This is an optimization exercise on Yosys and OpenROAD, whose aim is small area, a short achievable clock period and few clock cycles per item, not a production implementation. RTL that was checked went through simulation tests only; none was proved equivalent to the original. Power figures rest on the tool's default switching activity, not on a simulated workload.

## array
module array #(
    parameter W = 8
)(
    input  wire clk,
    input  wire rst,
    input  wire start,
    input  wire signed [3*W-1:0] a,
    input  wire signed [3*W-1:0] b,
    output wire signed [9*2*W-1:0] result,
    output reg  result_valid
);
For scale: roughly 2,700 cells after synthesis, roughly 24,000 um2 of cells after synthesis.
==> flow/config.mk <==
export PLATFORM = sky130hd
export DESIGN_NAME = array
export DESIGN_NICKNAME = array
export VERILOG_FILES = /design/flow/design.v
export SDC_FILE = /design/flow/constraint.sdc
export NUM_CORES = 4
export LEC_CHECK = 0
export CAP_MARGIN = 20
export CORE_MARGIN = 2
export CORE_UTILIZATION = 40
export SETUP_SLACK_MARGIN = 2.5
export SLEW_MARGIN = 20
export SYNTH_HIERARCHICAL = 1
export SYNTH_MINIMUM_KEEP_SIZE = 0
==> flow/constraint.sdc <==
create_clock -name core_clock -period 6.5 [get_ports {clk}]
set_input_delay 1.3000 -clock core_clock [delete_from_list [all_inputs] [get_ports {clk}]]
set_output_delay 1.3000 -clock core_clock [all_outputs]
set_load 0.01 [all_outputs]
standard.sh (not shown) runs the stock make flow with config.mk's settings and CLKGATE_MAP_FILE= SYNTH_SCRIPT=/design/flow/synth_recipe.tcl, a recipe that flattens the netlist after the stock synthesis.
==> flow/flow/run.sh <==
#!/bin/bash
# The standard layout (the standard.sh, standard synthesis unchanged), with
# the port buffers that ORFS inserts before global placement made of the
# smallest plain buffer instead of ORFS's default choice; repair steps resize
# them where timing needs it.
set -euo pipefail
bash standard.sh "BUFFER_PORTS_ARGS=-buffer_cell sky130_fd_sc_hd__buf_1" finish > standard.log 2>&1
Edit:
--- a/flow/config.mk
+++ b/flow/config.mk
@@ -10,3 +10,3 @@
 export CORE_UTILIZATION = 40
-export SETUP_SLACK_MARGIN = 2.5
+export SETUP_SLACK_MARGIN = 2.0
 export SLEW_MARGIN = 20
First-iteration DRC count goes up by a little under a tenth.
Worst setup slack loses 0.088 ns.
Final area goes down by about a fifth.
Global-route usage goes down by 2.4 points.
Synthesized area does not change.
Total power goes down by a quarter to a third.
Via count goes down by a few percent.
Edit:
==> flow/run.sh (new file) <==
#!/bin/bash
# synth_recipe.tcl (not shown) runs the flow's synth.tcl, then flattens the netlist and writes it again
# the make line also repeats each setting of config.mk as NAME=value (left out here)
make -C /OpenROAD-flow-scripts/flow DESIGN_CONFIG=/design/flow/config.mk WORK_HOME=/design/flow/orfs CLKGATE_MAP_FILE= SYNTH_SCRIPT=/design/flow/synth_recipe.tcl finish
--- a/flow/config.mk
+++ b/flow/config.mk
@@ -10,3 +10,3 @@
 export CORE_UTILIZATION = 40
-export SETUP_SLACK_MARGIN = 2.0
+export SETUP_SLACK_MARGIN = 1.5
 export SLEW_MARGIN = 20
removed: flow/flow/run.sh
removed: flow/standard.sh
Outcome: Cell area barely changes. Sequential power hardly moves. Setup slack gets worse by 0.41 ns. Routed wire length falls by a few percent. Combinational power hardly moves. Critical path depth came out lower by 3. Global-route usage increases by 0.58 points. Final cell count is lower slightly. Hold slack improves by 0.0047 ns. First-iteration DRC count falls by a few percent. Synthesized cell count is unchanged.
No functional check of the RTL was part of any run of this note.

========
## build 71
Another version of the RTL of array (not shown whole).
Size in the first run: roughly 150 flip-flops.
clock: 6.5 ns
lec_check: 0
cap_margin: 20
core_margin: 2
core_utilization: 40
cts_buf_list: sky130_fd_sc_hd__clkbuf_4 sky130_fd_sc_hd__clkbuf_8
place_density: 0.7
setup_slack_margin: 1.75
slew_margin: 20
synth_hierarchical: 1
synth_minimum_keep_size: 0
==> flow/flow/run.sh <==
#!/bin/bash
# The standard layout (the standard.sh, standard synthesis unchanged), with
# the port buffers that ORFS inserts before global placement made of the
# smallest plain buffer instead of ORFS's default choice; repair steps resize
# them where timing needs it.
set -euo pipefail
bash standard.sh "BUFFER_PORTS_ARGS=-buffer_cell sky130_fd_sc_hd__buf_1" finish > standard.log 2>&1
Testbench counts of build 71, summed over its fixed seeds: cycles 14,408, items 4,800.
Here is what was changed in the inputs of build 16 compared with build 71.
- changing CORE_UTILIZATION from 40 to 30
- removing PLACE_DENSITY (formerly 0.7)
==> comparison <==
No run among build 71 and build 16 stopped early or left any final violation; all are clean.
Summary — share of layout cells above drive strength 1, build 16 relative to build 71: lower, by 0.31 points.
Wire length on met3: build 71 and build 16 compared, higher one is build 71
As of build 16, wire length had risen by a few percent compared to build 71.
Area overhead of the layout relative to synthesis (lower): build 71
Between build 71 and build 16, the sequential share of layout area figures differ only marginally.
Register-to-register slack: build 71 and build 16 compared, higher one is build 16
Build 16 vs build 71, final design instance area without fill went up by 0.59%.
### build 16 -> build 12
- CORE_UTILIZATION: 30 -> 40
- SETUP_SLACK_MARGIN: 1.75 -> 2.0
- CTS_BUF_LIST: sky130_fd_sc_hd__clkbuf_4 sky130_fd_sc_hd__clkbuf_8 -> unset
[summary]
- Diff build 16 -> build 12: internal power contribution up 19%, initial cell density of the core has increased, global-route usage went up, cell count down 135.
- Critical path depth: build 12 vs build 16 down 1
- In summary, build 12 completed successfully, with a layout that passed the timing, design-rule and antenna checks.
- Diff build 12..build 16 | multi-input combinational cell count | negligible
- Measured against each other, build 16 and build 12 differ in static power due to leakage, the higher figure coming from build 12.
- For the met2 layer usage reported by global route, build 12 came in 9.4 points higher than build 16 did.
- Of build 16 and build 12, build 12 shows the higher clock network fraction of design power, with build 16 below it.
- For build 12, the worst setup path endpoint was row[1].col[1].PE.product[13], unlike build 16, where it was row[1].col[2].PE.product[13].
> inputs changed (build 12 -> build 3)
- SETUP_SLACK_MARGIN: 2.0 -> unset
==> flow/run.sh (new file) <==
#!/bin/bash
# synth_recipe.tcl (not shown) runs the flow's synth.tcl, then flattens the netlist and writes it again
# the make line also repeats each setting of config.mk as NAME=value (left out here)
make -C /OpenROAD-flow-scripts/flow DESIGN_CONFIG=/design/flow/config.mk WORK_HOME=/design/flow/orfs CLKGATE_MAP_FILE= SYNTH_SCRIPT=/design/flow/synth_recipe.tcl finish
removed: flow/flow/run.sh
removed: flow/standard.sh
Findings:
From build 12 to build 3 the numbers moved as follows: number of signal-net buffers in the layout went down by 31%, final worst setup slack went down by 0.82 ns, proportion of layout cells with a drive suffix above 1 went down by 14 points, maximum frequency went down by 15%.
Re via count: build 12 was higher than build 3.
Against build 12, the final cell area of build 3 is lower.
Post-CTS setup-driven buffer insertion count: lower on build 3
Routed wire in build 3 totals less than in build 12.
Number of cells upsized or downsized after cts for build 3 is lower than for build 12.
Build 12 → build 3: final period utilization now larger; global-route usage went down.

[static timing again, ports no longer ideal]
No port has a modelled driver above. Below, the same layouts with a new extraction and two added sets of constraints.
Step 1 (the two cells are an assumption about what drives the block):
set clk [get_ports {clk}]
set_driving_cell -lib_cell sky130_fd_sc_hd__clkbuf_16 $clk
set_driving_cell -lib_cell sky130_fd_sc_hd__buf_2 [delete_from_list [all_inputs] $clk]
Step 2 also shifts input and output timing later by t, the mid clock arrival at the registers, as if the neighbouring blocks saw the same clock.
a / b / c = ideal / step 1 / step 2; a / b = the first two.
run	shift t [ns]	setup WS [ns]	worst setup path after step 2
the first run of note 1	0.565	2.168 / 2.158 / 1.594	input to register
the second run of note 1	0.556	2.080 / 2.104 / 1.548	input to register
the third run of note 1	0.570	1.666 / 1.706 / 1.136	input to register
build 71	0.630	1.843 / 1.865 / 1.235	input to register
build 16	0.629	1.791 / 1.824 / 1.195	input to register
build 12	0.558	1.975 / 1.924 / 1.365	input to register
build 3	0.545	1.154 / 1.170 / 0.625	input to register
After both steps setup and hold are still met in every run listed. The setup slack of build 12, which loses most, moves by -0.051 ns with the drivers and by -0.610 ns with both steps.
